Source: an optimization exercise on an open RTL-to-GDS flow (aim: small area). Production flows keep margins and buffers that such runs may drop. Function was checked by simulation only, so behaviour that the tests miss may differ from the original.

==> flow/design.v, too long to show whole: its modules and the start of the top module <==
// module rms_peak_core: 838 lines
// module rms_fa: 10 lines
// module rms_pp: 10 lines
// module rms_pp3: 11 lines
// module rms_pp3b: 13 lines
// module rms_ao22: 9 lines
// module rms_fa1: 9 lines
// module rms_ao22s: 9 lines
// module rms_ha: 9 lines
// module rms_peak_axis: 144 lines
module rms_peak_axis #(
    parameter integer C_S_AXI_DATA_WIDTH = 32,
    parameter integer C_S_AXI_ADDR_WIDTH = 4,
    parameter integer AUDIO_WIDTH        = 16,
    parameter integer ALPHA_WIDTH        = 16,
    parameter integer CORE_LATENCY       = 3
)(
    input  wire aclk,
    input  wire aresetn,
    input  wire [31:0] s_axis_tdata,
    input  wire        s_axis_tlast,
    input  wire        s_axis_tvalid,
    output wire        s_axis_tready,
    output wire [31:0] m_axis_tdata,
    output wire        m_axis_tlast,
    output wire        m_axis_tvalid,
    input  wire        m_axis_tready,
    input  wire [C_S_AXI_ADDR_WIDTH-1:0] s_axi_awaddr,
    input  wire                          s_axi_awvalid,
    output wire                          s_axi_awready,
    input  wire [C_S_AXI_DATA_WIDTH-1:0] s_axi_wdata,
    input  wire [3:0]                    s_axi_wstrb,
    input  wire                          s_axi_wvalid,
    output wire                          s_axi_wready,
    output wire [1:0]                    s_axi_bresp,
    output wire                          s_axi_bvalid,
    input  wire                          s_axi_bready,
    input  wire [C_S_AXI_ADDR_WIDTH-1:0] s_axi_araddr,
    input  wire                          s_axi_arvalid,
    output wire                          s_axi_arready,
    output wire [C_S_AXI_DATA_WIDTH-1:0] s_axi_rdata,
    output wire [1:0]                    s_axi_rresp,
    output wire                          s_axi_rvalid,
    input  wire                          s_axi_rready
);
  // ...
==> flow/flow/run.sh <==
#!/bin/bash
# Standard ORFS layout through the standard.sh (standard synthesis
# unchanged) with two changes: port buffers are the smallest buffer (buf_1)
# instead of the delay cell buffer_ports picks by default, and CTS builds
# smaller leaf clusters of clkbuf cells without dummy clock loads.
# Each ORFS step logs to orfs/logs/...; make's own output goes to flow_make.log.
set -euo pipefail
bash standard.sh \
  'BUFFER_PORTS_ARGS=-buffer_cell sky130_fd_sc_hd__buf_1' \
  'CTS_ARGS=-sink_clustering_enable -repair_clock_nets -dont_use_dummy_load -buf_list sky130_fd_sc_hd__clkbuf_4 -sink_clustering_size 8 -sink_clustering_max_diameter 50' \
  finish > flow_make.log 2>&1
==> flow/standard.sh <==
#!/bin/bash
# synth_recipe.tcl (not shown) runs the flow's synth.tcl, then flattens the netlist and writes it again
# the make line also repeats each setting of config.mk as NAME=value (left out here)
make -C /OpenROAD-flow-scripts/flow DESIGN_CONFIG=/design/flow/config.mk WORK_HOME=/design/flow/orfs CLKGATE_MAP_FILE= SYNTH_SCRIPT=/design/flow/synth_recipe.tcl "${@:-finish}"
==> flow/config.mk <==
export PLATFORM = sky130hd
export DESIGN_NAME = rms_peak_axis
export DESIGN_NICKNAME = rms_peak_axis
export VERILOG_FILES = /design/flow/design.v
export SDC_FILE = /design/flow/constraint.sdc
export NUM_CORES = 4
export LEC_CHECK = 0
export ABC_AREA = 0
export CAP_MARGIN = 20
export CORE_MARGIN = 2
export CORE_UTILIZATION = 50
export SLEW_MARGIN = 20
export SYNTH_HIERARCHICAL = 1
==> flow/constraint.sdc <==
create_clock -name core_clock -period 12.0 [get_ports {aclk}]
set_input_delay 2.4000 -clock core_clock [delete_from_list [all_inputs] [get_ports {aclk}]]
set_output_delay 2.4000 -clock core_clock [all_outputs]
set_load 0.01 [all_outputs]
==> metrics.yaml, run 1 <==
status:
  run_status: "finished clean"
floorplanning:
  coreArea_mm2: 0.0432
  chipWidth_um: 213
grt:
  grt_usage: 0.280
  use_met2: 0.426
  grt_overflow: 0
detailed_routing:
  vias: 18400
  drt-pass1-iter-count: 19
  wl_per_cell_um: 23.3
  met1_length_um: 26100
  top_layer: "met5"
worst_setup_path:
  endpoint: "u_rms_r.env_acc[27]"
  worstReg2RegStart: "u_rms_r.env_acc[19]"
  endpoint_kind: "register"
  r2r_end: "u_rms_r.env_acc[27]"
clocking:
  clk_pin_slew_ps: 100
  numCtsBuffers: 41
  cts_setup_buffers: 0
  cts-root-buf: "clkbuf_4"
logic_synthesis:
  synth_cell_types: 64
  synthTopCellsByArea: "fa_1, dfxtp_1, a222oi_1"
  ys_top_cells_by_count: "fa_1, a222oi_1, dfxtp_1"
  synthAdderAreaFrac: 0.366
finish:
  nNetsFinal: 2659
  instances_no_fill: 2713
  buffers: 233
  final_common_cell: "fa_1"
  sh_seq_area: 0.214
  drive_above_1_share: 0.0851
  num-nonclk-inverters: 168
placement:
  io_buffers: 147
timing:
  hold_violations: 0
  slew_violations: 0
==> inputs of run 2 (changes only) <==
==> flow/design.v (replaced) <==
`timescale 1 ns / 1 ps
module rms_peak_core (
    input  wire        clk,
    input  wire        rst_n,
    input  wire        en,
    input  wire        bypass,
    input  wire [7:0]  sel1,
    input  wire [7:0]  sel2,
    input  wire [7:0]  sel3,
    input  wire [15:0] din,
    output reg  [14:0] dout
);
    wire        sgn = din[15];
    wire [14:0] mag = (din[14:0] ^ {15{sgn}}) + {14'b0, sgn & (|din[14:0])};
    reg  [14:0] abs_val;
    reg  [30:0] env_acc;
    reg  [14:0] abs_val_d1;
    wire [14:0] env_hi = env_acc[30:16];
    wire s1 = env_acc[16] ^ ~abs_val[0] ^ 1'b1;
    wire c2 = (env_acc[16] & ~abs_val[0]) | (1'b1 & (env_acc[16] ^ ~abs_val[0]));
    wire s3 = env_acc[17] ^ ~abs_val[1] ^ c2;
    wire c4 = (env_acc[17] & ~abs_val[1]) | (c2 & (env_acc[17] ^ ~abs_val[1]));
    wire s5 = env_acc[18] ^ ~abs_val[2] ^ c4;
    wire c6 = (env_acc[18] & ~abs_val[2]) | (c4 & (env_acc[18] ^ ~abs_val[2]));
    wire s7 = env_acc[19] ^ ~abs_val[3] ^ c6;
    wire c8 = (env_acc[19] & ~abs_val[3]) | (c6 & (env_acc[19] ^ ~abs_val[3]));
    wire s9 = env_acc[20] ^ ~abs_val[4] ^ 1'b0;
    wire c10 = (env_acc[20] & ~abs_val[4]) | (1'b0 & (env_acc[20] ^ ~abs_val[4]));
    wire s11 = env_acc[21] ^ ~abs_val[5] ^ c10;
    wire c12 = (env_acc[21] & ~abs_val[5]) | (c10 & (env_acc[21] ^ ~abs_val[5]));
    wire s13 = env_acc[22] ^ ~abs_val[6] ^ c12;
    wire c14 = (env_acc[22] & ~abs_val[6]) | (c12 & (env_acc[22] ^ ~abs_val[6]));
    wire s15 = env_acc[23] ^ ~abs_val[7] ^ c14;
    wire c16 = (env_acc[23] & ~abs_val[7]) | (c14 & (env_acc[23] ^ ~abs_val[7]));
    wire ci17 = s9 ^ c8;
    wire ci18 = s11 ^ (c8 & s9);
    wire pp_19 = s9 & s11;
    wire ci20 = s13 ^ (c8 & pp_19);
    wire pp_21 = pp_19 & s13;
    wire ci22 = s15 ^ (c8 & pp_21);
    wire pp_23 = pp_21 & s15;
    wire cb24 = c16 | (c8 & pp_23);
    wire s25 = env_acc[24] ^ ~abs_val[8] ^ 1'b0;
    wire c26 = (env_acc[24] & ~abs_val[8]) | (1'b0 & (env_acc[24] ^ ~abs_val[8]));
    wire s27 = env_acc[25] ^ ~abs_val[9] ^ c26;
    wire c28 = (env_acc[25] & ~abs_val[9]) | (c26 & (env_acc[25] ^ ~abs_val[9]));
    wire s29 = env_acc[26] ^ ~abs_val[10] ^ c28;
    wire c30 = (env_acc[26] & ~abs_val[10]) | (c28 & (env_acc[26] ^ ~abs_val[10]));
    wire s31 = env_acc[27] ^ ~abs_val[11] ^ c30;
    wire c32 = (env_acc[27] & ~abs_val[11]) | (c30 & (env_acc[27] ^ ~abs_val[11]));
    wire ci33 = s25 ^ cb24;
    wire ci34 = s27 ^ (cb24 & s25);
    wire pp_35 = s25 & s27;
    wire ci36 = s29 ^ (cb24 & pp_35);
    wire pp_37 = pp_35 & s29;
    wire ci38 = s31 ^ (cb24 & pp_37);
    wire pp_39 = pp_37 & s31;
    wire cb40 = c32 | (cb24 & pp_39);
    wire s41 = env_acc[28] ^ ~abs_val[12] ^ 1'b0;
    wire c42 = (env_acc[28] & ~abs_val[12]) | (1'b0 & (env_acc[28] ^ ~abs_val[12]));
    wire s43 = env_acc[29] ^ ~abs_val[13] ^ c42;
    wire c44 = (env_acc[29] & ~abs_val[13]) | (c42 & (env_acc[29] ^ ~abs_val[13]));
    wire s45 = env_acc[30] ^ ~abs_val[14] ^ c44;
    wire c46 = (env_acc[30] & ~abs_val[14]) | (c44 & (env_acc[30] ^ ~abs_val[14]));
    wire ci47 = s41 ^ cb40;
    wire ci48 = s43 ^ (cb40 & s41);
    wire pp_49 = s41 & s43;
    wire ci50 = s45 ^ (cb40 & pp_49);
    wire pp_51 = pp_49 & s45;
    wire cb52 = c46 | (cb40 & pp_51);
    wire n53 = ~cb52;
    wire [15:0] dn = {n53, ci50, ci48, ci47, ci38, ci36, ci34, ci33, ci22, ci20, ci18, ci17, s7, s5, s3, s1};
    wire s54 = dn[1] ^ dn[0] ^ 1'b0;
    wire c55 = (dn[1] & dn[0]) | (1'b0 & (dn[1] ^ dn[0]));
    wire s56 = dn[2] ^ dn[1] ^ c55;
    wire c57 = (dn[2] & dn[1]) | (c55 & (dn[2] ^ dn[1]));
    wire s58 = dn[3] ^ dn[2] ^ c57;
    wire c59 = (dn[3] & dn[2]) | (c57 & (dn[3] ^ dn[2]));
    wire s60 = dn[4] ^ dn[3] ^ c59;
    wire c61 = (dn[4] & dn[3]) | (c59 & (dn[4] ^ dn[3]));
    wire s62 = dn[5] ^ dn[4] ^ 1'b0;
    wire c63 = (dn[5] & dn[4]) | (1'b0 & (dn[5] ^ dn[4]));
    wire s64 = dn[6] ^ dn[5] ^ c63;
    wire c65 = (dn[6] & dn[5]) | (c63 & (dn[6] ^ dn[5]));
    wire s66 = dn[7] ^ dn[6] ^ c65;
    wire c67 = (dn[7] & dn[6]) | (c65 & (dn[7] ^ dn[6]));
    wire s68 = dn[8] ^ dn[7] ^ c67;
    wire c69 = (dn[8] & dn[7]) | (c67 & (dn[8] ^ dn[7]));
    wire ci70 = s62 ^ c61;
    wire ci71 = s64 ^ (c61 & s62);
    wire pp_72 = s62 & s64;
    wire ci73 = s66 ^ (c61 & pp_72);
    wire pp_74 = pp_72 & s66;
    wire ci75 = s68 ^ (c61 & pp_74);
    wire pp_76 = pp_74 & s68;
    wire cb77 = c69 | (c61 & pp_76);
    wire s78 = dn[9] ^ dn[8] ^ 1'b0;
    wire c79 = (dn[9] & dn[8]) | (1'b0 & (dn[9] ^ dn[8]));
    wire s80 = dn[10] ^ dn[9] ^ c79;
    wire c81 = (dn[10] & dn[9]) | (c79 & (dn[10] ^ dn[9]));
    wire s82 = dn[11] ^ dn[10] ^ c81;
    wire c83 = (dn[11] & dn[10]) | (c81 & (dn[11] ^ dn[10]));
    wire s84 = dn[12] ^ dn[11] ^ c83;
    wire c85 = (dn[12] & dn[11]) | (c83 & (dn[12] ^ dn[11]));
    wire ci86 = s78 ^ cb77;
    wire ci87 = s80 ^ (cb77 & s78);
    wire pp_88 = s78 & s80;
    wire ci89 = s82 ^ (cb77 & pp_88);
    wire pp_90 = pp_88 & s82;
    wire ci91 = s84 ^ (cb77 & pp_90);
    wire pp_92 = pp_90 & s84;
    wire cb93 = c85 | (cb77 & pp_92);
    wire s94 = dn[13] ^ dn[12] ^ 1'b0;
    wire c95 = (dn[13] & dn[12]) | (1'b0 & (dn[13] ^ dn[12]));
    wire s96 = dn[14] ^ dn[13] ^ c95;
    wire c97 = (dn[14] & dn[13]) | (c95 & (dn[14] ^ dn[13]));
    wire s98 = dn[15] ^ dn[14] ^ c97;
    wire c99 = (dn[15] & dn[14]) | (c97 & (dn[15] ^ dn[14]));
    wire s100 = dn[15] ^ dn[15] ^ c99;
    wire c101 = (dn[15] & dn[15]) | (c99 & (dn[15] ^ dn[15]));
    wire s102 = dn[15] ^ dn[15] ^ c101;
    wire c103 = (dn[15] & dn[15]) | (c101 & (dn[15] ^ dn[15]));
    wire ci104 = s94 ^ cb93;
    wire ci105 = s96 ^ (cb93 & s94);
    wire pp_106 = s94 & s96;
    wire ci107 = s98 ^ (cb93 & pp_106);
    wire pp_108 = pp_106 & s98;
    wire ci109 = s100 ^ (cb93 & pp_108);
    wire pp_110 = pp_108 & s100;
    wire ci111 = s102 ^ (cb93 & pp_110);
    wire pp_112 = pp_110 & s102;
    wire cb113 = c103 | (cb93 & pp_112);
    wire [17:0] t3 = {ci111, ci109, ci107, ci105, ci104, ci91, ci89, ci87, ci86, ci75, ci73, ci71, ci70, s60, s58, s56, s54, dn[0]};
    wire pp114 = ~((sel1[0] & dn[0]) | (sel2[0] & 1'b0) | (sel3[0] & t3[0]));
    wire pp115 = ~((sel1[0] & dn[1]) | (sel2[0] & dn[0]) | (sel3[0] & t3[1]));
    wire pp116 = ~((sel1[0] & dn[2]) | (sel2[0] & dn[1]) | (sel3[0] & t3[2]));
    wire pp117 = ~((sel1[0] & dn[3]) | (sel2[0] & dn[2]) | (sel3[0] & t3[3]));
    wire pp118 = ~((sel1[0] & dn[4]) | (sel2[0] & dn[3]) | (sel3[0] & t3[4]));
    wire pp119 = ~((sel1[0] & dn[5]) | (sel2[0] & dn[4]) | (sel3[0] & t3[5]));
    wire pp120 = ~((sel1[0] & dn[6]) | (sel2[0] & dn[5]) | (sel3[0] & t3[6]));
    wire pp121 = ~((sel1[0] & dn[7]) | (sel2[0] & dn[6]) | (sel3[0] & t3[7]));
    wire pp122 = ~((sel1[0] & dn[8]) | (sel2[0] & dn[7]) | (sel3[0] & t3[8]));
    wire pp123 = ~((sel1[0] & dn[9]) | (sel2[0] & dn[8]) | (sel3[0] & t3[9]));
    wire pp124 = ~((sel1[0] & dn[10]) | (sel2[0] & dn[9]) | (sel3[0] & t3[10]));
    wire pp125 = ~((sel1[0] & dn[11]) | (sel2[0] & dn[10]) | (sel3[0] & t3[11]));
    wire pp126 = ~((sel1[0] & dn[12]) | (sel2[0] & dn[11]) | (sel3[0] & t3[12]));
    wire pp127 = ~((sel1[0] & dn[13]) | (sel2[0] & dn[12]) | (sel3[0] & t3[13]));
    wire pp128 = ~((sel1[0] & dn[14]) | (sel2[0] & dn[13]) | (sel3[0] & t3[14]));
    wire pp129 = ~((sel1[0] & dn[15]) | (sel2[0] & dn[14]) | (sel3[0] & t3[15]));
    wire pp130 = ~((sel1[0] & dn[15]) | (sel2[0] & dn[15]) | (sel3[0] & t3[16]));
    wire ps131 = (sel1[0] & dn[15]) | (sel2[0] & dn[15]) | (sel3[0] & t3[17]);
    wire pp132 = ~((sel1[1] & dn[0]) | (sel2[1] & 1'b0) | (sel3[1] & t3[0]));
    wire pp133 = ~((sel1[1] & dn[1]) | (sel2[1] & dn[0]) | (sel3[1] & t3[1]));
    wire pp134 = ~((sel1[1] & dn[2]) | (sel2[1] & dn[1]) | (sel3[1] & t3[2]));
    wire pp135 = ~((sel1[1] & dn[3]) | (sel2[1] & dn[2]) | (sel3[1] & t3[3]));
    wire pp136 = ~((sel1[1] & dn[4]) | (sel2[1] & dn[3]) | (sel3[1] & t3[4]));
    wire pp137 = ~((sel1[1] & dn[5]) | (sel2[1] & dn[4]) | (sel3[1] & t3[5]));
    wire pp138 = ~((sel1[1] & dn[6]) | (sel2[1] & dn[5]) | (sel3[1] & t3[6]));
    wire pp139 = ~((sel1[1] & dn[7]) | (sel2[1] & dn[6]) | (sel3[1] & t3[7]));
    wire pp140 = ~((sel1[1] & dn[8]) | (sel2[1] & dn[7]) | (sel3[1] & t3[8]));
    wire pp141 = ~((sel1[1] & dn[9]) | (sel2[1] & dn[8]) | (sel3[1] & t3[9]));
    wire pp142 = ~((sel1[1] & dn[10]) | (sel2[1] & dn[9]) | (sel3[1] & t3[10]));
    wire pp143 = ~((sel1[1] & dn[11]) | (sel2[1] & dn[10]) | (sel3[1] & t3[11]));
    wire pp144 = ~((sel1[1] & dn[12]) | (sel2[1] & dn[11]) | (sel3[1] & t3[12]));
    wire pp145 = ~((sel1[1] & dn[13]) | (sel2[1] & dn[12]) | (sel3[1] & t3[13]));
    wire pp146 = ~((sel1[1] & dn[14]) | (sel2[1] & dn[13]) | (sel3[1] & t3[14]));
    wire pp147 = ~((sel1[1] & dn[15]) | (sel2[1] & dn[14]) | (sel3[1] & t3[15]));
    wire pp148 = ~((sel1[1] & dn[15]) | (sel2[1] & dn[15]) | (sel3[1] & t3[16]));
    wire ps149 = (sel1[1] & dn[15]) | (sel2[1] & dn[15]) | (sel3[1] & t3[17]);
    wire pp150 = ~((sel1[2] & dn[0]) | (sel2[2] & 1'b0) | (sel3[2] & t3[0]));
    wire pp151 = ~((sel1[2] & dn[1]) | (sel2[2] & dn[0]) | (sel3[2] & t3[1]));
    wire pp152 = ~((sel1[2] & dn[2]) | (sel2[2] & dn[1]) | (sel3[2] & t3[2]));
    wire pp153 = ~((sel1[2] & dn[3]) | (sel2[2] & dn[2]) | (sel3[2] & t3[3]));
    wire pp154 = ~((sel1[2] & dn[4]) | (sel2[2] & dn[3]) | (sel3[2] & t3[4]));
    wire pp155 = ~((sel1[2] & dn[5]) | (sel2[2] & dn[4]) | (sel3[2] & t3[5]));
    wire pp156 = ~((sel1[2] & dn[6]) | (sel2[2] & dn[5]) | (sel3[2] & t3[6]));
    wire pp157 = ~((sel1[2] & dn[7]) | (sel2[2] & dn[6]) | (sel3[2] & t3[7]));
    wire pp158 = ~((sel1[2] & dn[8]) | (sel2[2] & dn[7]) | (sel3[2] & t3[8]));
    wire pp159 = ~((sel1[2] & dn[9]) | (sel2[2] & dn[8]) | (sel3[2] & t3[9]));
    wire pp160 = ~((sel1[2] & dn[10]) | (sel2[2] & dn[9]) | (sel3[2] & t3[10]));
    wire pp161 = ~((sel1[2] & dn[11]) | (sel2[2] & dn[10]) | (sel3[2] & t3[11]));
    wire pp162 = ~((sel1[2] & dn[12]) | (sel2[2] & dn[11]) | (sel3[2] & t3[12]));
    wire pp163 = ~((sel1[2] & dn[13]) | (sel2[2] & dn[12]) | (sel3[2] & t3[13]));
    wire pp164 = ~((sel1[2] & dn[14]) | (sel2[2] & dn[13]) | (sel3[2] & t3[14]));
    wire pp165 = ~((sel1[2] & dn[15]) | (sel2[2] & dn[14]) | (sel3[2] & t3[15]));
    wire pp166 = ~((sel1[2] & dn[15]) | (sel2[2] & dn[15]) | (sel3[2] & t3[16]));
    wire ps167 = (sel1[2] & dn[15]) | (sel2[2] & dn[15]) | (sel3[2] & t3[17]);
    wire pp168 = ~((sel1[3] & dn[0]) | (sel2[3] & 1'b0) | (sel3[3] & t3[0]));
    wire pp169 = ~((sel1[3] & dn[1]) | (sel2[3] & dn[0]) | (sel3[3] & t3[1]));
    wire pp170 = ~((sel1[3] & dn[2]) | (sel2[3] & dn[1]) | (sel3[3] & t3[2]));
    wire pp171 = ~((sel1[3] & dn[3]) | (sel2[3] & dn[2]) | (sel3[3] & t3[3]));
    wire pp172 = ~((sel1[3] & dn[4]) | (sel2[3] & dn[3]) | (sel3[3] & t3[4]));
    wire pp173 = ~((sel1[3] & dn[5]) | (sel2[3] & dn[4]) | (sel3[3] & t3[5]));
    wire pp174 = ~((sel1[3] & dn[6]) | (sel2[3] & dn[5]) | (sel3[3] & t3[6]));
    wire pp175 = ~((sel1[3] & dn[7]) | (sel2[3] & dn[6]) | (sel3[3] & t3[7]));
    wire pp176 = ~((sel1[3] & dn[8]) | (sel2[3] & dn[7]) | (sel3[3] & t3[8]));
    wire pp177 = ~((sel1[3] & dn[9]) | (sel2[3] & dn[8]) | (sel3[3] & t3[9]));
    wire pp178 = ~((sel1[3] & dn[10]) | (sel2[3] & dn[9]) | (sel3[3] & t3[10]));
    wire pp179 = ~((sel1[3] & dn[11]) | (sel2[3] & dn[10]) | (sel3[3] & t3[11]));
    wire pp180 = ~((sel1[3] & dn[12]) | (sel2[3] & dn[11]) | (sel3[3] & t3[12]));
    wire pp181 = ~((sel1[3] & dn[13]) | (sel2[3] & dn[12]) | (sel3[3] & t3[13]));
    wire pp182 = ~((sel1[3] & dn[14]) | (sel2[3] & dn[13]) | (sel3[3] & t3[14]));
    wire pp183 = ~((sel1[3] & dn[15]) | (sel2[3] & dn[14]) | (sel3[3] & t3[15]));
    wire pp184 = ~((sel1[3] & dn[15]) | (sel2[3] & dn[15]) | (sel3[3] & t3[16]));
    wire ps185 = (sel1[3] & dn[15]) | (sel2[3] & dn[15]) | (sel3[3] & t3[17]);
    wire pp186 = ~((sel1[4] & dn[0]) | (sel2[4] & 1'b0) | (sel3[4] & t3[0]));
    wire pp187 = ~((sel1[4] & dn[1]) | (sel2[4] & dn[0]) | (sel3[4] & t3[1]));
    wire pp188 = ~((sel1[4] & dn[2]) | (sel2[4] & dn[1]) | (sel3[4] & t3[2]));
    wire pp189 = ~((sel1[4] & dn[3]) | (sel2[4] & dn[2]) | (sel3[4] & t3[3]));
    wire pp190 = ~((sel1[4] & dn[4]) | (sel2[4] & dn[3]) | (sel3[4] & t3[4]));
    wire pp191 = ~((sel1[4] & dn[5]) | (sel2[4] & dn[4]) | (sel3[4] & t3[5]));
    wire pp192 = ~((sel1[4] & dn[6]) | (sel2[4] & dn[5]) | (sel3[4] & t3[6]));
    wire pp193 = ~((sel1[4] & dn[7]) | (sel2[4] & dn[6]) | (sel3[4] & t3[7]));
    wire pp194 = ~((sel1[4] & dn[8]) | (sel2[4] & dn[7]) | (sel3[4] & t3[8]));
    wire pp195 = ~((sel1[4] & dn[9]) | (sel2[4] & dn[8]) | (sel3[4] & t3[9]));
    wire pp196 = ~((sel1[4] & dn[10]) | (sel2[4] & dn[9]) | (sel3[4] & t3[10]));
    wire pp197 = ~((sel1[4] & dn[11]) | (sel2[4] & dn[10]) | (sel3[4] & t3[11]));
    wire pp198 = ~((sel1[4] & dn[12]) | (sel2[4] & dn[11]) | (sel3[4] & t3[12]));
    wire pp199 = ~((sel1[4] & dn[13]) | (sel2[4] & dn[12]) | (sel3[4] & t3[13]));
    wire pp200 = ~((sel1[4] & dn[14]) | (sel2[4] & dn[13]) | (sel3[4] & t3[14]));
    wire pp201 = ~((sel1[4] & dn[15]) | (sel2[4] & dn[14]) | (sel3[4] & t3[15]));
    wire pp202 = ~((sel1[4] & dn[15]) | (sel2[4] & dn[15]) | (sel3[4] & t3[16]));
    wire ps203 = (sel1[4] & dn[15]) | (sel2[4] & dn[15]) | (sel3[4] & t3[17]);
    wire pp204 = ~((sel1[5] & dn[0]) | (sel2[5] & 1'b0) | (sel3[5] & t3[0]));
    wire pp205 = ~((sel1[5] & dn[1]) | (sel2[5] & dn[0]) | (sel3[5] & t3[1]));
    wire pp206 = ~((sel1[5] & dn[2]) | (sel2[5] & dn[1]) | (sel3[5] & t3[2]));
    wire pp207 = ~((sel1[5] & dn[3]) | (sel2[5] & dn[2]) | (sel3[5] & t3[3]));
    wire pp208 = ~((sel1[5] & dn[4]) | (sel2[5] & dn[3]) | (sel3[5] & t3[4]));
    wire pp209 = ~((sel1[5] & dn[5]) | (sel2[5] & dn[4]) | (sel3[5] & t3[5]));
    wire pp210 = ~((sel1[5] & dn[6]) | (sel2[5] & dn[5]) | (sel3[5] & t3[6]));
    wire pp211 = ~((sel1[5] & dn[7]) | (sel2[5] & dn[6]) | (sel3[5] & t3[7]));
    wire pp212 = ~((sel1[5] & dn[8]) | (sel2[5] & dn[7]) | (sel3[5] & t3[8]));
    wire pp213 = ~((sel1[5] & dn[9]) | (sel2[5] & dn[8]) | (sel3[5] & t3[9]));
    wire pp214 = ~((sel1[5] & dn[10]) | (sel2[5] & dn[9]) | (sel3[5] & t3[10]));
    wire pp215 = ~((sel1[5] & dn[11]) | (sel2[5] & dn[10]) | (sel3[5] & t3[11]));
    wire pp216 = ~((sel1[5] & dn[12]) | (sel2[5] & dn[11]) | (sel3[5] & t3[12]));
    wire pp217 = ~((sel1[5] & dn[13]) | (sel2[5] & dn[12]) | (sel3[5] & t3[13]));
    wire pp218 = ~((sel1[5] & dn[14]) | (sel2[5] & dn[13]) | (sel3[5] & t3[14]));
    wire pp219 = ~((sel1[5] & dn[15]) | (sel2[5] & dn[14]) | (sel3[5] & t3[15]));
    wire pp220 = ~((sel1[5] & dn[15]) | (sel2[5] & dn[15]) | (sel3[5] & t3[16]));
    wire ps221 = (sel1[5] & dn[15]) | (sel2[5] & dn[15]) | (sel3[5] & t3[17]);
    wire pp222 = ~((sel1[6] & dn[0]) | (sel2[6] & 1'b0) | (sel3[6] & t3[0]));
    wire pp223 = ~((sel1[6] & dn[1]) | (sel2[6] & dn[0]) | (sel3[6] & t3[1]));
    wire pp224 = ~((sel1[6] & dn[2]) | (sel2[6] & dn[1]) | (sel3[6] & t3[2]));
    wire pp225 = ~((sel1[6] & dn[3]) | (sel2[6] & dn[2]) | (sel3[6] & t3[3]));
    wire pp226 = ~((sel1[6] & dn[4]) | (sel2[6] & dn[3]) | (sel3[6] & t3[4]));
    wire pp227 = ~((sel1[6] & dn[5]) | (sel2[6] & dn[4]) | (sel3[6] & t3[5]));
    wire pp228 = ~((sel1[6] & dn[6]) | (sel2[6] & dn[5]) | (sel3[6] & t3[6]));
    wire pp229 = ~((sel1[6] & dn[7]) | (sel2[6] & dn[6]) | (sel3[6] & t3[7]));
    wire pp230 = ~((sel1[6] & dn[8]) | (sel2[6] & dn[7]) | (sel3[6] & t3[8]));
    wire pp231 = ~((sel1[6] & dn[9]) | (sel2[6] & dn[8]) | (sel3[6] & t3[9]));
    wire pp232 = ~((sel1[6] & dn[10]) | (sel2[6] & dn[9]) | (sel3[6] & t3[10]));
    wire pp233 = ~((sel1[6] & dn[11]) | (sel2[6] & dn[10]) | (sel3[6] & t3[11]));
    wire pp234 = ~((sel1[6] & dn[12]) | (sel2[6] & dn[11]) | (sel3[6] & t3[12]));
    wire pp235 = ~((sel1[6] & dn[13]) | (sel2[6] & dn[12]) | (sel3[6] & t3[13]));
    wire pp236 = ~((sel1[6] & dn[14]) | (sel2[6] & dn[13]) | (sel3[6] & t3[14]));
    wire pp237 = ~((sel1[6] & dn[15]) | (sel2[6] & dn[14]) | (sel3[6] & t3[15]));
    wire pp238 = ~((sel1[6] & dn[15]) | (sel2[6] & dn[15]) | (sel3[6] & t3[16]));
    wire ps239 = (sel1[6] & dn[15]) | (sel2[6] & dn[15]) | (sel3[6] & t3[17]);
    wire pp240 = ~((sel1[7] & dn[0]) | (sel2[7] & 1'b0) | (sel3[7] & t3[0]));
    wire pp241 = ~((sel1[7] & dn[1]) | (sel2[7] & dn[0]) | (sel3[7] & t3[1]));
    wire pp242 = ~((sel1[7] & dn[2]) | (sel2[7] & dn[1]) | (sel3[7] & t3[2]));
    wire pp243 = ~((sel1[7] & dn[3]) | (sel2[7] & dn[2]) | (sel3[7] & t3[3]));
    wire pp244 = ~((sel1[7] & dn[4]) | (sel2[7] & dn[3]) | (sel3[7] & t3[4]));
    wire pp245 = ~((sel1[7] & dn[5]) | (sel2[7] & dn[4]) | (sel3[7] & t3[5]));
    wire pp246 = ~((sel1[7] & dn[6]) | (sel2[7] & dn[5]) | (sel3[7] & t3[6]));
    wire pp247 = ~((sel1[7] & dn[7]) | (sel2[7] & dn[6]) | (sel3[7] & t3[7]));
    wire pp248 = ~((sel1[7] & dn[8]) | (sel2[7] & dn[7]) | (sel3[7] & t3[8]));
    wire pp249 = ~((sel1[7] & dn[9]) | (sel2[7] & dn[8]) | (sel3[7] & t3[9]));
    wire pp250 = ~((sel1[7] & dn[10]) | (sel2[7] & dn[9]) | (sel3[7] & t3[10]));
    wire pp251 = ~((sel1[7] & dn[11]) | (sel2[7] & dn[10]) | (sel3[7] & t3[11]));
    wire pp252 = ~((sel1[7] & dn[12]) | (sel2[7] & dn[11]) | (sel3[7] & t3[12]));
    wire pp253 = ~((sel1[7] & dn[13]) | (sel2[7] & dn[12]) | (sel3[7] & t3[13]));
    wire pp254 = ~((sel1[7] & dn[14]) | (sel2[7] & dn[13]) | (sel3[7] & t3[14]));
    wire pp255 = ~((sel1[7] & dn[15]) | (sel2[7] & dn[14]) | (sel3[7] & t3[15]));
    wire pp256 = ~((sel1[7] & dn[15]) | (sel2[7] & dn[15]) | (sel3[7] & t3[16]));
    wire s257 = pp128 ^ pp144;
    wire c258 = pp128 & pp144;
    wire s259 = pp129 ^ pp145;
    wire c260 = pp129 & pp145;
    wire s261 = pp130 ^ pp146;
    wire c262 = pp130 & pp146;
    wire s263 = ps131 ^ pp147 ^ pp163;
    wire c264 = (ps131 & pp147) | (pp163 & (ps131 ^ pp147));
    wire s265 = pp148 ^ pp164;
    wire c266 = pp148 & pp164;
    wire s267 = pp122 ^ pp138;
    wire c268 = pp122 & pp138;
    wire s269 = pp123 ^ pp139;
    wire c270 = pp123 & pp139;
    wire s271 = pp124 ^ pp140 ^ pp156;
    wire c272 = (pp124 & pp140) | (pp156 & (pp124 ^ pp140));
    wire s273 = pp172 ^ pp188;
    wire c274 = pp172 & pp188;
    wire s275 = pp125 ^ pp141 ^ pp157;
    wire c276 = (pp125 & pp141) | (pp157 & (pp125 ^ pp141));
    wire s277 = pp173 ^ pp189;
    wire c278 = pp173 & pp189;
    wire s279 = pp126 ^ pp142 ^ pp158;
    wire c280 = (pp126 & pp142) | (pp158 & (pp126 ^ pp142));
    wire s281 = pp174 ^ pp190 ^ pp206;
    wire c282 = (pp174 & pp190) | (pp206 & (pp174 ^ pp190));
    wire s283 = pp222 ^ 1'b1;
    wire c284 = pp222 & 1'b1;
    wire s285 = pp127 ^ pp143 ^ pp159;
    wire c286 = (pp127 & pp143) | (pp159 & (pp127 ^ pp143));
    wire s287 = pp175 ^ pp191 ^ pp207;
    wire c288 = (pp175 & pp191) | (pp207 & (pp175 ^ pp191));
    wire s289 = pp223 ^ env_acc[13];
    wire c290 = pp223 & env_acc[13];
    wire s291 = s257 ^ pp160 ^ pp176;
    wire c292 = (s257 & pp160) | (pp176 & (s257 ^ pp160));
    wire s293 = pp192 ^ pp208 ^ pp224;
    wire c294 = (pp192 & pp208) | (pp224 & (pp192 ^ pp208));
    wire s295 = pp240 ^ 1'b1 ^ env_acc[14];
    wire c296 = (pp240 & 1'b1) | (env_acc[14] & (pp240 ^ 1'b1));
    wire s297 = c258 ^ s259 ^ pp161;
    wire c298 = (c258 & s259) | (pp161 & (c258 ^ s259));
    wire s299 = pp177 ^ pp193 ^ pp209;
    wire c300 = (pp177 & pp193) | (pp209 & (pp177 ^ pp193));
    wire s301 = pp225 ^ pp241 ^ env_acc[15];
    wire c302 = (pp225 & pp241) | (env_acc[15] & (pp225 ^ pp241));
    wire s303 = c260 ^ s261 ^ pp162;
    wire c304 = (c260 & s261) | (pp162 & (c260 ^ s261));
    wire s305 = pp178 ^ pp194 ^ pp210;
    wire c306 = (pp178 & pp194) | (pp210 & (pp178 ^ pp194));
    wire s307 = pp226 ^ pp242 ^ env_acc[16];
    wire c308 = (pp226 & pp242) | (env_acc[16] & (pp226 ^ pp242));
    wire s309 = c262 ^ s263 ^ pp179;
    wire c310 = (c262 & s263) | (pp179 & (c262 ^ s263));
    wire s311 = pp195 ^ pp211 ^ pp227;
    wire c312 = (pp195 & pp211) | (pp227 & (pp195 ^ pp211));
    wire s313 = pp243 ^ 1'b1 ^ env_acc[17];
    wire c314 = (pp243 & 1'b1) | (env_acc[17] & (pp243 ^ 1'b1));
    wire s315 = c264 ^ s265 ^ pp180;
    wire c316 = (c264 & s265) | (pp180 & (c264 ^ s265));
    wire s317 = pp196 ^ pp212 ^ pp228;
    wire c318 = (pp196 & pp212) | (pp228 & (pp196 ^ pp212));
    wire s319 = pp244 ^ 1'b1 ^ env_acc[18];
    wire c320 = (pp244 & 1'b1) | (env_acc[18] & (pp244 ^ 1'b1));
    wire s321 = c266 ^ ps149 ^ pp165;
    wire c322 = (c266 & ps149) | (pp165 & (c266 ^ ps149));
    wire s323 = pp181 ^ pp197 ^ pp213;
    wire c324 = (pp181 & pp197) | (pp213 & (pp181 ^ pp197));
    wire s325 = pp229 ^ pp245 ^ env_acc[19];
    wire c326 = (pp229 & pp245) | (env_acc[19] & (pp229 ^ pp245));
    wire s327 = pp166 ^ pp182 ^ pp198;
    wire c328 = (pp166 & pp182) | (pp198 & (pp166 ^ pp182));
    wire s329 = pp214 ^ pp230 ^ pp246;
    wire c330 = (pp214 & pp230) | (pp246 & (pp214 ^ pp230));
    wire s331 = 1'b1 ^ env_acc[20];
    wire c332 = 1'b1 & env_acc[20];
    wire s333 = ps167 ^ pp183 ^ pp199;
    wire c334 = (ps167 & pp183) | (pp199 & (ps167 ^ pp183));
    wire s335 = pp215 ^ pp231 ^ pp247;
    wire c336 = (pp215 & pp231) | (pp247 & (pp215 ^ pp231));
    wire s337 = pp184 ^ pp200 ^ pp216;
    wire c338 = (pp184 & pp200) | (pp216 & (pp184 ^ pp200));
    wire s339 = pp232 ^ pp248;
    wire c340 = pp232 & pp248;
    wire s341 = ps185 ^ pp201 ^ pp217;
    wire c342 = (ps185 & pp201) | (pp217 & (ps185 ^ pp201));
    wire s343 = pp202 ^ pp218;
    wire c344 = pp202 & pp218;
    wire s345 = pp118 ^ pp134;
    wire c346 = pp118 & pp134;
    wire s347 = pp119 ^ pp135;
    wire c348 = pp119 & pp135;
    wire s349 = pp120 ^ pp136 ^ pp152;
    wire c350 = (pp120 & pp136) | (pp152 & (pp120 ^ pp136));
    wire s351 = pp168 ^ 1'b1;
    wire c352 = pp168 & 1'b1;
    wire s353 = pp121 ^ pp137 ^ pp153;
    wire c354 = (pp121 & pp137) | (pp153 & (pp121 ^ pp137));
    wire s355 = pp169 ^ env_acc[7];
    wire c356 = pp169 & env_acc[7];
    wire s357 = s267 ^ pp154 ^ pp170;
    wire c358 = (s267 & pp154) | (pp170 & (s267 ^ pp154));
    wire s359 = pp186 ^ 1'b1 ^ env_acc[8];
    wire c360 = (pp186 & 1'b1) | (env_acc[8] & (pp186 ^ 1'b1));
    wire s361 = c268 ^ s269 ^ pp155;
    wire c362 = (c268 & s269) | (pp155 & (c268 ^ s269));
    wire s363 = pp171 ^ pp187 ^ env_acc[9];
    wire c364 = (pp171 & pp187) | (env_acc[9] & (pp171 ^ pp187));
    wire s365 = c270 ^ s271 ^ s273;
    wire c366 = (c270 & s271) | (s273 & (c270 ^ s271));
    wire s367 = pp204 ^ 1'b1 ^ env_acc[10];
    wire c368 = (pp204 & 1'b1) | (env_acc[10] & (pp204 ^ 1'b1));
    wire s369 = c272 ^ c274 ^ s275;
    wire c370 = (c272 & c274) | (s275 & (c272 ^ c274));
    wire s371 = s277 ^ pp205 ^ env_acc[11];
    wire c372 = (s277 & pp205) | (env_acc[11] & (s277 ^ pp205));
    wire s373 = c276 ^ c278 ^ s279;
    wire c374 = (c276 & c278) | (s279 & (c276 ^ c278));
    wire s375 = s281 ^ s283 ^ env_acc[12];
    wire c376 = (s281 & s283) | (env_acc[12] & (s281 ^ s283));
    wire s377 = c280 ^ c282 ^ c284;
    wire c378 = (c280 & c282) | (c284 & (c280 ^ c282));
    wire s379 = s285 ^ s287 ^ s289;
    wire c380 = (s285 & s287) | (s289 & (s285 ^ s287));
    wire s381 = c286 ^ c288 ^ c290;
    wire c382 = (c286 & c288) | (c290 & (c286 ^ c288));
    wire s383 = s291 ^ s293 ^ s295;
    wire c384 = (s291 & s293) | (s295 & (s291 ^ s293));
    wire s385 = c292 ^ c294 ^ c296;
    wire c386 = (c292 & c294) | (c296 & (c292 ^ c294));
    wire s387 = s297 ^ s299 ^ s301;
    wire c388 = (s297 & s299) | (s301 & (s297 ^ s299));
    wire s389 = c298 ^ c300 ^ c302;
    wire c390 = (c298 & c300) | (c302 & (c298 ^ c300));
    wire s391 = s303 ^ s305 ^ s307;
    wire c392 = (s303 & s305) | (s307 & (s303 ^ s305));
    wire s393 = c304 ^ c306 ^ c308;
    wire c394 = (c304 & c306) | (c308 & (c304 ^ c306));
    wire s395 = s309 ^ s311 ^ s313;
    wire c396 = (s309 & s311) | (s313 & (s309 ^ s311));
    wire s397 = c310 ^ c312 ^ c314;
    wire c398 = (c310 & c312) | (c314 & (c310 ^ c312));
    wire s399 = s315 ^ s317 ^ s319;
    wire c400 = (s315 & s317) | (s319 & (s315 ^ s317));
    wire s401 = c316 ^ c318 ^ c320;
    wire c402 = (c316 & c318) | (c320 & (c316 ^ c318));
    wire s403 = s321 ^ s323 ^ s325;
    wire c404 = (s321 & s323) | (s325 & (s321 ^ s323));
    wire s405 = c322 ^ c324 ^ c326;
    wire c406 = (c322 & c324) | (c326 & (c322 ^ c324));
    wire s407 = s327 ^ s329 ^ s331;
    wire c408 = (s327 & s329) | (s331 & (s327 ^ s329));
    wire s409 = c328 ^ c330 ^ c332;
    wire c410 = (c328 & c330) | (c332 & (c328 ^ c330));
    wire s411 = s333 ^ s335 ^ env_acc[21];
    wire c412 = (s333 & s335) | (env_acc[21] & (s333 ^ s335));
    wire s413 = c334 ^ c336 ^ s337;
    wire c414 = (c334 & c336) | (s337 & (c334 ^ c336));
    wire s415 = s339 ^ 1'b1 ^ env_acc[22];
    wire c416 = (s339 & 1'b1) | (env_acc[22] & (s339 ^ 1'b1));
    wire s417 = c338 ^ c340 ^ s341;
    wire c418 = (c338 & c340) | (s341 & (c338 ^ c340));
    wire s419 = pp233 ^ pp249 ^ env_acc[23];
    wire c420 = (pp233 & pp249) | (env_acc[23] & (pp233 ^ pp249));
    wire s421 = c342 ^ s343 ^ pp234;
    wire c422 = (c342 & s343) | (pp234 & (c342 ^ s343));
    wire s423 = pp250 ^ 1'b1 ^ env_acc[24];
    wire c424 = (pp250 & 1'b1) | (env_acc[24] & (pp250 ^ 1'b1));
    wire s425 = c344 ^ ps203 ^ pp219;
    wire c426 = (c344 & ps203) | (pp219 & (c344 ^ ps203));
    wire s427 = pp235 ^ pp251 ^ env_acc[25];
    wire c428 = (pp235 & pp251) | (env_acc[25] & (pp235 ^ pp251));
    wire s429 = pp220 ^ pp236 ^ pp252;
    wire c430 = (pp220 & pp236) | (pp252 & (pp220 ^ pp236));
    wire s431 = 1'b1 ^ env_acc[26];
    wire c432 = 1'b1 & env_acc[26];
    wire s433 = ps221 ^ pp237 ^ pp253;
    wire c434 = (ps221 & pp237) | (pp253 & (ps221 ^ pp237));
    wire s435 = pp238 ^ pp254;
    wire c436 = pp238 & pp254;
    wire s437 = pp116 ^ pp132;
    wire c438 = pp116 & pp132;
    wire s439 = pp117 ^ pp133;
    wire c440 = pp117 & pp133;
    wire s441 = s345 ^ pp150 ^ 1'b1;
    wire c442 = (s345 & pp150) | (1'b1 & (s345 ^ pp150));
    wire s443 = c346 ^ s347 ^ pp151;
    wire c444 = (c346 & s347) | (pp151 & (c346 ^ s347));
    wire s445 = c348 ^ s349 ^ s351;
    wire c446 = (c348 & s349) | (s351 & (c348 ^ s349));
    wire s447 = c350 ^ c352 ^ s353;
    wire c448 = (c350 & c352) | (s353 & (c350 ^ c352));
    wire s449 = c354 ^ c356 ^ s357;
    wire c450 = (c354 & c356) | (s357 & (c354 ^ c356));
    wire s451 = c358 ^ c360 ^ s361;
    wire c452 = (c358 & c360) | (s361 & (c358 ^ c360));
    wire s453 = c362 ^ c364 ^ s365;
    wire c454 = (c362 & c364) | (s365 & (c362 ^ c364));
    wire s455 = c366 ^ c368 ^ s369;
    wire c456 = (c366 & c368) | (s369 & (c366 ^ c368));
    wire s457 = c370 ^ c372 ^ s373;
    wire c458 = (c370 & c372) | (s373 & (c370 ^ c372));
    wire s459 = c374 ^ c376 ^ s377;
    wire c460 = (c374 & c376) | (s377 & (c374 ^ c376));
    wire s461 = c378 ^ c380 ^ s381;
    wire c462 = (c378 & c380) | (s381 & (c378 ^ c380));
    wire s463 = c382 ^ c384 ^ s385;
    wire c464 = (c382 & c384) | (s385 & (c382 ^ c384));
    wire s465 = c386 ^ c388 ^ s389;
    wire c466 = (c386 & c388) | (s389 & (c386 ^ c388));
    wire s467 = c390 ^ c392 ^ s393;
    wire c468 = (c390 & c392) | (s393 & (c390 ^ c392));
    wire s469 = c394 ^ c396 ^ s397;
    wire c470 = (c394 & c396) | (s397 & (c394 ^ c396));
    wire s471 = c398 ^ c400 ^ s401;
    wire c472 = (c398 & c400) | (s401 & (c398 ^ c400));
    wire s473 = c402 ^ c404 ^ s405;
    wire c474 = (c402 & c404) | (s405 & (c402 ^ c404));
    wire s475 = c406 ^ c408 ^ s409;
    wire c476 = (c406 & c408) | (s409 & (c406 ^ c408));
    wire s477 = c410 ^ c412 ^ s413;
    wire c478 = (c410 & c412) | (s413 & (c410 ^ c412));
    wire s479 = c414 ^ c416 ^ s417;
    wire c480 = (c414 & c416) | (s417 & (c414 ^ c416));
    wire s481 = c418 ^ c420 ^ s421;
    wire c482 = (c418 & c420) | (s421 & (c418 ^ c420));
    wire s483 = c422 ^ c424 ^ s425;
    wire c484 = (c422 & c424) | (s425 & (c422 ^ c424));
    wire s485 = c426 ^ c428 ^ s429;
    wire c486 = (c426 & c428) | (s429 & (c426 ^ c428));
    wire s487 = c430 ^ c432 ^ s433;
    wire c488 = (c430 & c432) | (s433 & (c430 ^ c432));
    wire s489 = c434 ^ s435 ^ 1'b1;
    wire c490 = (c434 & s435) | (1'b1 & (c434 ^ s435));
    wire s491 = c436 ^ ps239 ^ pp255;
    wire c492 = (c436 & ps239) | (pp255 & (c436 ^ ps239));
    wire s493 = pp256 ^ 1'b1;
    wire c494 = pp256 & 1'b1;
    wire s495 = pp114 ^ 1'b1;
    wire c496 = pp114 & 1'b1;
    wire s497 = pp115 ^ env_acc[1];
    wire c498 = pp115 & env_acc[1];
    wire s499 = s437 ^ 1'b1 ^ env_acc[2];
    wire c500 = (s437 & 1'b1) | (env_acc[2] & (s437 ^ 1'b1));
    wire s501 = c438 ^ s439 ^ env_acc[3];
    wire c502 = (c438 & s439) | (env_acc[3] & (c438 ^ s439));
    wire s503 = c440 ^ s441 ^ env_acc[4];
    wire c504 = (c440 & s441) | (env_acc[4] & (c440 ^ s441));
    wire s505 = c442 ^ s443 ^ env_acc[5];
    wire c506 = (c442 & s443) | (env_acc[5] & (c442 ^ s443));
    wire s507 = c444 ^ s445 ^ env_acc[6];
    wire c508 = (c444 & s445) | (env_acc[6] & (c444 ^ s445));
    wire s509 = c446 ^ s447 ^ s355;
    wire c510 = (c446 & s447) | (s355 & (c446 ^ s447));
    wire s511 = c448 ^ s449 ^ s359;
    wire c512 = (c448 & s449) | (s359 & (c448 ^ s449));
    wire s513 = c450 ^ s451 ^ s363;
    wire c514 = (c450 & s451) | (s363 & (c450 ^ s451));
    wire s515 = c452 ^ s453 ^ s367;
    wire c516 = (c452 & s453) | (s367 & (c452 ^ s453));
    wire s517 = c454 ^ s455 ^ s371;
    wire c518 = (c454 & s455) | (s371 & (c454 ^ s455));
    wire s519 = c456 ^ s457 ^ s375;
    wire c520 = (c456 & s457) | (s375 & (c456 ^ s457));
    wire s521 = c458 ^ s459 ^ s379;
    wire c522 = (c458 & s459) | (s379 & (c458 ^ s459));
    wire s523 = c460 ^ s461 ^ s383;
    wire c524 = (c460 & s461) | (s383 & (c460 ^ s461));
    wire s525 = c462 ^ s463 ^ s387;
    wire c526 = (c462 & s463) | (s387 & (c462 ^ s463));
    wire s527 = c464 ^ s465 ^ s391;
    wire c528 = (c464 & s465) | (s391 & (c464 ^ s465));
    wire s529 = c466 ^ s467 ^ s395;
    wire c530 = (c466 & s467) | (s395 & (c466 ^ s467));
    wire s531 = c468 ^ s469 ^ s399;
    wire c532 = (c468 & s469) | (s399 & (c468 ^ s469));
    wire s533 = c470 ^ s471 ^ s403;
    wire c534 = (c470 & s471) | (s403 & (c470 ^ s471));
    wire s535 = c472 ^ s473 ^ s407;
    wire c536 = (c472 & s473) | (s407 & (c472 ^ s473));
    wire s537 = c474 ^ s475 ^ s411;
    wire c538 = (c474 & s475) | (s411 & (c474 ^ s475));
    wire s539 = c476 ^ s477 ^ s415;
    wire c540 = (c476 & s477) | (s415 & (c476 ^ s477));
    wire s541 = c478 ^ s479 ^ s419;
    wire c542 = (c478 & s479) | (s419 & (c478 ^ s479));
    wire s543 = c480 ^ s481 ^ s423;
    wire c544 = (c480 & s481) | (s423 & (c480 ^ s481));
    wire s545 = c482 ^ s483 ^ s427;
    wire c546 = (c482 & s483) | (s427 & (c482 ^ s483));
    wire s547 = c484 ^ s485 ^ s431;
    wire c548 = (c484 & s485) | (s431 & (c484 ^ s485));
    wire s549 = c486 ^ s487 ^ env_acc[27];
    wire c550 = (c486 & s487) | (env_acc[27] & (c486 ^ s487));
    wire s551 = c488 ^ s489 ^ env_acc[28];
    wire c552 = (c488 & s489) | (env_acc[28] & (c488 ^ s489));
    wire s553 = c490 ^ s491 ^ env_acc[29];
    wire c554 = (c490 & s491) | (env_acc[29] & (c490 ^ s491));
    wire s555 = c492 ^ s493 ^ env_acc[30];
    wire c556 = (c492 & s493) | (env_acc[30] & (c492 ^ s493));
    wire s557 = s495 ^ env_acc[0] ^ 1'b0;
    wire c558 = (s495 & env_acc[0]) | (1'b0 & (s495 ^ env_acc[0]));
    wire s559 = c496 ^ s497 ^ c558;
    wire c560 = (c496 & s497) | (c558 & (c496 ^ s497));
    wire s561 = c498 ^ s499 ^ c560;
    wire c562 = (c498 & s499) | (c560 & (c498 ^ s499));
    wire s563 = c500 ^ s501 ^ c562;
    wire c564 = (c500 & s501) | (c562 & (c500 ^ s501));
    wire s565 = c502 ^ s503 ^ c564;
    wire c566 = (c502 & s503) | (c564 & (c502 ^ s503));
    wire s567 = c504 ^ s505 ^ c566;
    wire c568 = (c504 & s505) | (c566 & (c504 ^ s505));
    wire s569 = c506 ^ s507 ^ c568;
    wire c570 = (c506 & s507) | (c568 & (c506 ^ s507));
    wire s571 = c508 ^ s509 ^ c570;
    wire c572 = (c508 & s509) | (c570 & (c508 ^ s509));
    wire s573 = c510 ^ s511 ^ c572;
    wire c574 = (c510 & s511) | (c572 & (c510 ^ s511));
    wire s575 = c512 ^ s513 ^ c574;
    wire c576 = (c512 & s513) | (c574 & (c512 ^ s513));
    wire s577 = c514 ^ s515 ^ c576;
    wire c578 = (c514 & s515) | (c576 & (c514 ^ s515));
    wire s579 = c516 ^ s517 ^ c578;
    wire c580 = (c516 & s517) | (c578 & (c516 ^ s517));
    wire s581 = c518 ^ s519 ^ 1'b0;
    wire c582 = (c518 & s519) | (1'b0 & (c518 ^ s519));
    wire s583 = c520 ^ s521 ^ c582;
    wire c584 = (c520 & s521) | (c582 & (c520 ^ s521));
    wire s585 = c522 ^ s523 ^ c584;
    wire c586 = (c522 & s523) | (c584 & (c522 ^ s523));
    wire s587 = c524 ^ s525 ^ c586;
    wire c588 = (c524 & s525) | (c586 & (c524 ^ s525));
    wire s589 = c526 ^ s527 ^ c588;
    wire c590 = (c526 & s527) | (c588 & (c526 ^ s527));
    wire s591 = c528 ^ s529 ^ c590;
    wire c592 = (c528 & s529) | (c590 & (c528 ^ s529));
    wire ci593 = s581 ^ c580;
    wire ci594 = s583 ^ (c580 & s581);
    wire pp_595 = s581 & s583;
    wire ci596 = s585 ^ (c580 & pp_595);
    wire pp_597 = pp_595 & s585;
    wire ci598 = s587 ^ (c580 & pp_597);
    wire pp_599 = pp_597 & s587;
    wire ci600 = s589 ^ (c580 & pp_599);
    wire pp_601 = pp_599 & s589;
    wire ci602 = s591 ^ (c580 & pp_601);
    wire pp_603 = pp_601 & s591;
    wire cb604 = c592 | (c580 & pp_603);
    wire s605 = c530 ^ s531 ^ 1'b0;
    wire c606 = (c530 & s531) | (1'b0 & (c530 ^ s531));
    wire s607 = c532 ^ s533 ^ c606;
    wire c608 = (c532 & s533) | (c606 & (c532 ^ s533));
    wire s609 = c534 ^ s535 ^ c608;
    wire c610 = (c534 & s535) | (c608 & (c534 ^ s535));
    wire s611 = c536 ^ s537 ^ c610;
    wire c612 = (c536 & s537) | (c610 & (c536 ^ s537));
    wire s613 = c538 ^ s539 ^ c612;
    wire c614 = (c538 & s539) | (c612 & (c538 ^ s539));
    wire s615 = c540 ^ s541 ^ c614;
    wire c616 = (c540 & s541) | (c614 & (c540 ^ s541));
    wire ci617 = s605 ^ cb604;
    wire ci618 = s607 ^ (cb604 & s605);
    wire pp_619 = s605 & s607;
    wire ci620 = s609 ^ (cb604 & pp_619);
    wire pp_621 = pp_619 & s609;
    wire ci622 = s611 ^ (cb604 & pp_621);
    wire pp_623 = pp_621 & s611;
    wire ci624 = s613 ^ (cb604 & pp_623);
    wire pp_625 = pp_623 & s613;
    wire ci626 = s615 ^ (cb604 & pp_625);
    wire pp_627 = pp_625 & s615;
    wire cb628 = c616 | (cb604 & pp_627);
    wire s629 = c542 ^ s543 ^ 1'b0;
    wire c630 = (c542 & s543) | (1'b0 & (c542 ^ s543));
    wire s631 = c544 ^ s545 ^ c630;
    wire c632 = (c544 & s545) | (c630 & (c544 ^ s545));
    wire s633 = c546 ^ s547 ^ c632;
    wire c634 = (c546 & s547) | (c632 & (c546 ^ s547));
    wire s635 = c548 ^ s549 ^ c634;
    wire c636 = (c548 & s549) | (c634 & (c548 ^ s549));
    wire s637 = c550 ^ s551 ^ c636;
    wire c638 = (c550 & s551) | (c636 & (c550 ^ s551));
    wire s639 = c552 ^ s553 ^ c638;
    wire c640 = (c552 & s553) | (c638 & (c552 ^ s553));
    wire s641 = c554 ^ s555 ^ c640;
    wire c642 = (c554 & s555) | (c640 & (c554 ^ s555));
    wire ci643 = s629 ^ cb628;
    wire ci644 = s631 ^ (cb628 & s629);
    wire pp_645 = s629 & s631;
    wire ci646 = s633 ^ (cb628 & pp_645);
    wire pp_647 = pp_645 & s633;
    wire ci648 = s635 ^ (cb628 & pp_647);
    wire pp_649 = pp_647 & s635;
    wire ci650 = s637 ^ (cb628 & pp_649);
    wire pp_651 = pp_649 & s637;
    wire ci652 = s639 ^ (cb628 & pp_651);
    wire pp_653 = pp_651 & s639;
    wire ci654 = s641 ^ (cb628 & pp_653);
    wire pp_655 = pp_653 & s641;
    wire cb656 = c642 | (cb628 & pp_655);
    wire [30:0] nxt = {ci654, ci652, ci650, ci648, ci646, ci644, ci643, ci626, ci624, ci622, ci620, ci618, ci617, ci602, ci600, ci598, ci596, ci594, ci593, s579, s577, s575, s573, s571, s569, s567, s565, s563, s561, s559, s557};
    always @(posedge clk) begin
        if (!rst_n)
            env_acc <= 31'd0;
        else if (1'b1)
            env_acc <= nxt;
    end
    always @(posedge clk) begin
        if (!rst_n) begin
            abs_val    <= 15'd0;
            abs_val_d1 <= 15'd0;
            dout       <= 15'd0;
        end else if (en) begin
            abs_val    <= mag;
            abs_val_d1 <= abs_val;
            dout       <= bypass ? abs_val_d1 : env_hi;
        end
    end
endmodule
`timescale 1 ns / 1 ps
module rms_peak_axis #(
    parameter integer C_S_AXI_DATA_WIDTH = 32,
    parameter integer C_S_AXI_ADDR_WIDTH = 4,
    parameter integer AUDIO_WIDTH        = 16,
    parameter integer ALPHA_WIDTH        = 16,
    parameter integer CORE_LATENCY       = 3
)(
    input  wire aclk,
    input  wire aresetn,
    input  wire [31:0] s_axis_tdata,
    input  wire        s_axis_tlast,
    input  wire        s_axis_tvalid,
    output wire        s_axis_tready,
    output wire [31:0] m_axis_tdata,
    output wire        m_axis_tlast,
    output wire        m_axis_tvalid,
    input  wire        m_axis_tready,
    input  wire [C_S_AXI_ADDR_WIDTH-1:0] s_axi_awaddr,
    input  wire                          s_axi_awvalid,
    output wire                          s_axi_awready,
    input  wire [C_S_AXI_DATA_WIDTH-1:0] s_axi_wdata,
    input  wire [3:0]                    s_axi_wstrb,
    input  wire                          s_axi_wvalid,
    output wire                          s_axi_wready,
    output wire [1:0]                    s_axi_bresp,
    output wire                          s_axi_bvalid,
    input  wire                          s_axi_bready,
    input  wire [C_S_AXI_ADDR_WIDTH-1:0] s_axi_araddr,
    input  wire                          s_axi_arvalid,
    output wire                          s_axi_arready,
    output wire [C_S_AXI_DATA_WIDTH-1:0] s_axi_rdata,
    output wire [1:0]                    s_axi_rresp,
    output wire                          s_axi_rvalid,
    input  wire                          s_axi_rready
);
    reg [31:0] reg_ctrl;
    reg [31:0] reg_alpha;
    reg        axi_awready, axi_bvalid;
    reg        axi_arready, axi_rvalid;
    reg [31:0] axi_rdata;
    assign s_axi_awready = axi_awready;
    assign s_axi_wready  = axi_awready;
    assign s_axi_bvalid  = axi_bvalid;
    assign s_axi_bresp   = 2'b00;
    assign s_axi_arready = axi_arready;
    assign s_axi_rvalid  = axi_rvalid;
    assign s_axi_rresp   = 2'b00;
    assign s_axi_rdata   = axi_rdata;
    always @(posedge aclk) begin
        if (!aresetn) begin
            axi_awready <= 1'b0;
            axi_bvalid  <= 1'b0;
            reg_ctrl    <= 32'h0000_0001;
            reg_alpha   <= 32'h0000_0800;
        end else begin
            axi_awready <= !axi_awready && s_axi_awvalid && s_axi_wvalid;
            if (axi_awready && s_axi_awaddr[3:2] == 2'h0) reg_ctrl  <= s_axi_wdata;
            if (axi_awready && s_axi_awaddr[3:2] == 2'h1) reg_alpha <= s_axi_wdata;
            if (axi_awready)
                axi_bvalid <= 1'b1;
            else if (s_axi_bready)
                axi_bvalid <= 1'b0;
        end
    end
    always @(posedge aclk) begin
        if (!aresetn) begin
            axi_arready <= 1'b0;
            axi_rvalid  <= 1'b0;
            axi_rdata   <= 32'b0;
        end else begin
            axi_arready <= !axi_arready && s_axi_arvalid;
            if (axi_arready && !axi_rvalid) begin
                axi_rvalid <= 1'b1;
                case (s_axi_araddr[3:2])
                    2'h0:    axi_rdata <= reg_ctrl;
                    2'h1:    axi_rdata <= reg_alpha;
                    default: axi_rdata <= 32'b0;
                endcase
            end else if (s_axi_rready) begin
                axi_rvalid <= 1'b0;
            end
        end
    end
    wire global_en = reg_ctrl[0];
    wire core_ce   = s_axis_tvalid && m_axis_tready && global_en;
    reg [2:0] valid_pipe;
    reg [2:0] last_pipe;
    wire [14:0] out_l, out_r;
    wire [7:0] sel1, sel2, sel3;
    genvar k;
    generate
        for (k = 0; k < 8; k = k + 1) begin : g_dig
            wire [1:0] d = reg_alpha[2*k+1:2*k];
            assign sel1[k] = (d == 2'd1) & core_ce;
            assign sel2[k] = (d == 2'd2) & core_ce;
            assign sel3[k] = (d == 2'd3) & core_ce;
        end
    endgenerate
    rms_peak_core u_rms_l (
        .clk(aclk), .rst_n(aresetn), .en(core_ce), .bypass(reg_ctrl[1]),
        .sel1(sel1), .sel2(sel2), .sel3(sel3),
        .din(s_axis_tdata[15:0]), .dout(out_l)
    );
    rms_peak_core u_rms_r (
        .clk(aclk), .rst_n(aresetn), .en(core_ce), .bypass(reg_ctrl[1]),
        .sel1(sel1), .sel2(sel2), .sel3(sel3),
        .din(s_axis_tdata[31:16]), .dout(out_r)
    );
    always @(posedge aclk) begin
        if (!aresetn) begin
            valid_pipe <= 3'b0;
            last_pipe  <= 3'b0;
        end else if (m_axis_tready) begin
            valid_pipe <= {valid_pipe[1:0], s_axis_tvalid && global_en};
            last_pipe  <= {last_pipe[1:0], s_axis_tlast};
        end
    end
    assign s_axis_tready = m_axis_tready;
    assign m_axis_tdata  = {1'b0, out_r, 1'b0, out_l};
    assign m_axis_tvalid = valid_pipe[2];
    assign m_axis_tlast  = last_pipe[2];
endmodule
==> flow/config.mk (replaced) <==
export PLATFORM = sky130hd
export DESIGN_NAME = rms_peak_axis
export DESIGN_NICKNAME = rms_peak_axis
export VERILOG_FILES = /design/flow/design.v
export SDC_FILE = /design/flow/constraint.sdc
export NUM_CORES = 4
export LEC_CHECK = 0
export ABC_AREA = 1
export CAP_MARGIN = 20
export CORE_MARGIN = 2
export CORE_UTILIZATION = 60
export SLEW_MARGIN = 20
==> metrics.yaml, run 2 <==
logic_synthesis:
  synthTopCellsByArea: "fa_1, dfxtp_1, inv_1"  # was fa_1, dfxtp_1, a222oi_1
  ys_top_cells_by_count: "inv_1, nand2_1, fa_1"  # was fa_1, a222oi_1, dfxtp_1
  syn_inst: 2987  # was 1,875
  yosysMostFrequentCell: "inv_1"  # was fa_1
  yosysTopAreaCell: "fa_1"  # unchanged
  synth_cell_types: 48  # was 64
  ys.flop_type: "dfxtp_1"  # unchanged
  synth_top_area_frac: 0.268  # was 0.298
  synth_seq_cells: 258  # unchanged
  syn_area_per_cell_um2: 8.16  # was 11.7 um^2
  yosysWarnings: 2  # was 8
  synth_area_mm2: 0.0244  # was 0.0219 mm^2
  yosysSeqAreaShare: 0.212  # was 0.236
  synthArstFlopShare: 0  # unchanged
  synth_edf_count: 0  # unchanged
placement:
  placed_cells: 3535  # was 2,671
  gp_congestion: 0.986  # was 0.905
  dp_hpwl_um: 54600  # was 44,800 um
  io_buffers: 147  # unchanged
detailed_routing:
  vias: 21500  # was 18.4k
  antenna_left: 0  # unchanged
  wl_per_cell_um: 20.6  # was 23.3 um
  drcViolationCount: 0  # unchanged
  drt-total-wl_um: 73600  # was 63,300 um
  drt-pass1-iter-count: 12  # was 19
  vias_per_cell: 6.02  # was 6.78
  drt-initial-drc-count: 1989  # was 3,912
timing:
  hold_violations: 0  # unchanged
  hold_slack_ps: 457  # was 473 ps
  max_slew.worst_pin.slew_ps: 1070  # was 1140 ps
  relSlewSlack: 0.285  # was 0.236
  fin_crit_sh: 0.945  # was 0.956
  setup_viol: 0  # unchanged
  clock_skew_ps: 90.7  # was 112 ps
  fin_setup_tns_ps: 0  # unchanged
  slew_violations: 0  # unchanged
  fmax_mhz: 88.2  # was 87.1 MHz
  rsz0062_at_grt: "false"  # unchanged
  finalCriticalPeriod_ps: 11330  # was 11,480 ps
floorplanning:
  coreArea_mm2: 0.0399  # was 0.0432 mm^2
  chipWidth_um: 205  # was 213 um
  die_h_um: 205  # was 213 um
  initial_core_util: 0.610  # was 0.507
  rows: 73  # was 76
  pin_count: 162  # unchanged
  dieArea_mm2: 0.0422  # was 0.0454 mm^2
grt:
  antenna_found_initial: 1  # was 3
  grt_start_max_net_pins: 121  # was 60
  grt_overflow: 0  # unchanged
  grt_pass1_vias: 21500  # was 18.5k
  grt_pass1_wl_um: 117000  # was 101,000 um
  grt_usage: 0.359  # was 0.280
finish:
  top_regs: "axi_rdata x32, reg_alpha x32, reg_ctrl x32"  # unchanged
  final_cell_mix: "inv_1, nand2_1, fa_1"  # was fa_1, a222oi_1, dfxtp_1
  final_common_cell: "inv_1"  # was fa_1
  nNetsFinal: 3568  # was 2,659
  drive_above_1_share: 0.0567  # was 0.0851
  instances_no_fill: 3578  # was 2,713
  syn2layout_area_growth_pct: 4.94  # was 10.3%
  final_util: 0.640  # was 0.559
worst_setup_path:
  cp_data_arrival_time_ps: 12030  # was 12,050 ps
  r2r_slack_ps: 670  # was 520 ps
  worstReg2RegStart: "u_rms_r.abs_val[4]"  # was u_rms_r.env_acc[19]
  worstPathRequired_ps: 12690  # was 12,580 ps
  r2r_cells: 44  # was 33
  critPathMaxStageDelay_ps: 710  # was 700 ps
  crit_type: "reg2reg"  # unchanged
  endpoint_kind: "register"  # unchanged
  cpMostUsedCell: "fa_1"  # unchanged
  r2r_end: "u_rms_r.env_acc[25]"  # was u_rms_r.env_acc[27]
  cp-start-kind: "register"  # unchanged
  cp_max_fo: 8  # was 10
  slowest_stage: "xnor2_1"  # was xor2_1
clocking:
  cts_setup_buffers: 0  # unchanged
  clk_pin_slew_ps: 90  # was 100 ps
  clkSinkCount: 258  # unchanged
  clk_latency_ps: 760  # about the same
  ctsResizeCount: 0  # unchanged
  hold_buffers: 0  # unchanged
  cts_tree: "done"  # unchanged
  numCtsBuffers: 42  # was 41
  cts-root-buf: "clkbuf_4"  # unchanged
  htree_levels: 2  # unchanged
  clock_path_buffers: 3  # unchanged
min_path:
  hp-class: "reg2reg"  # unchanged
  hold_depth: 2  # was 1
  min_to: "reg_ctrl[17]"  # was axi_arready
  hold_start: "reg_ctrl[17]"  # was axi_arready
status:
  run_status: "finished clean"  # unchanged
flow_run:
  max-cap-violations: 0  # unchanged
[run 2: changes by cell type in the layout (fill, tap and decap cells not counted), moves of 23 or more]
cell / delta
a21oi_1: +260
nand2_1: +371
and2_1: -33
o21ai_0: +181
a31oi_1: +27
inv_1: +445
a222oi_1: -288
o221ai_1: +168
buf_4: -23
a22o_1: -184
o22ai_1: +98
xnor2_1: -25
[run 2: final cells by class]
class                           count  area [um^2]
Multi-Input combinational cell   1916        16000
Fill cell                        3550        14400
Sequential cell                   258         5160
Inverter                          627         2350
Timing Repair Buffer              209         1020
Tap cell                          525          657
Clock buffer                       42          315
Antenna cell                        1         2.50
[run 2: logic make-up (layout without fill, tap and decap cells)]
logic type / after synthesis / count (layout) / synth area share
AOI/OAI and AO/OA: 801 / 801 / 0.201
xor gates and xnor gates: 73 / 73 / 0.0296
adders and majority gates: 428 / 428 / 0.320
buffers and inverters: 818 / 878 / 0.131
DFF: 258 / 258 / 0.212
other: 1 / 7 / 0.000154
and+or+nand+nor: 608 / 608 / 0.106
[run 2: metrics by stage]
step	worst slack, ps	instance area (um^2)
after floorplan	1480	24400
after global placement	924	25200
after detailed placement	694	25200
after CTS	699	25600
after global routing	7.34	25600
final	666	25600
[run 2: metal layers]
layer | vias up | share of wire | wire (um) | GRT usage
met5 | - | 0 | 0 | 0
met4 | 0 | 0.053 | 3930 | 0.168
met3 | 251 | 0.099 | 7250 | 0.0930
met2 | 1081 | 0.44 | 32200 | 0.541
met1 | 10400 | 0.41 | 30200 | 0.483
li1 | 9834 | - | - | -
[run 2: worst max-delay path: cells and delay by family (launching register included)]
family / cells / cell delay [ps]
AND/OR/NAND/NOR: 8 / 1020
XOR/XNOR: 2 / 870
flip-flops: 1 / 320
adder cells (fa/ha/maj): 22 / 7890
buffers and inverters: 9 / 750
AO/OA/AOI/OAI: 3 / 370
[run 2: worst max path at each step]
stage / startpoint / end
floorplan: u_rms_l.abs_val[4] / u_rms_l.env_acc[25]
global route: u_rms_r.abs_val[4] / u_rms_r.env_acc[25]
global placement: u_rms_r.env_acc[20] / u_rms_r.env_acc[25]
finish: u_rms_r.abs_val[4] / u_rms_r.env_acc[25]
detailed placement: u_rms_r.env_acc[20] / u_rms_r.env_acc[25]
CTS: u_rms_r.abs_val[4] / u_rms_r.env_acc[25]

## what the ideal ports hide
The results above use ideal ports. As a check the final layouts listed here were re-extracted and re-timed, cells and wires unchanged. Step 1 sets driving cells, clkbuf_16 on the clock port and buf_2 on the other inputs (assumed; they add their load-dependent delay and slew). Step 2 moves the port delays by t, midway between the first and last clock arrival at a register: inputs arrive t later, outputs are due t later. That takes back most of the time a late clock gives input paths. Three values: ideal, step 1, step 2; two values: the first two.
run	t (ns)	setup WS [ns]	hold slack, ns	worst setup path at the end
run 1	0.760	0.524 / 0.524 / 0.524	0.473 / 0.473 / 0.473	register to register
run 2	0.773	0.666 / 0.666 / 0.666	0.457 / 0.457 / 0.457	register to register
After both steps every run listed still meets setup and hold.
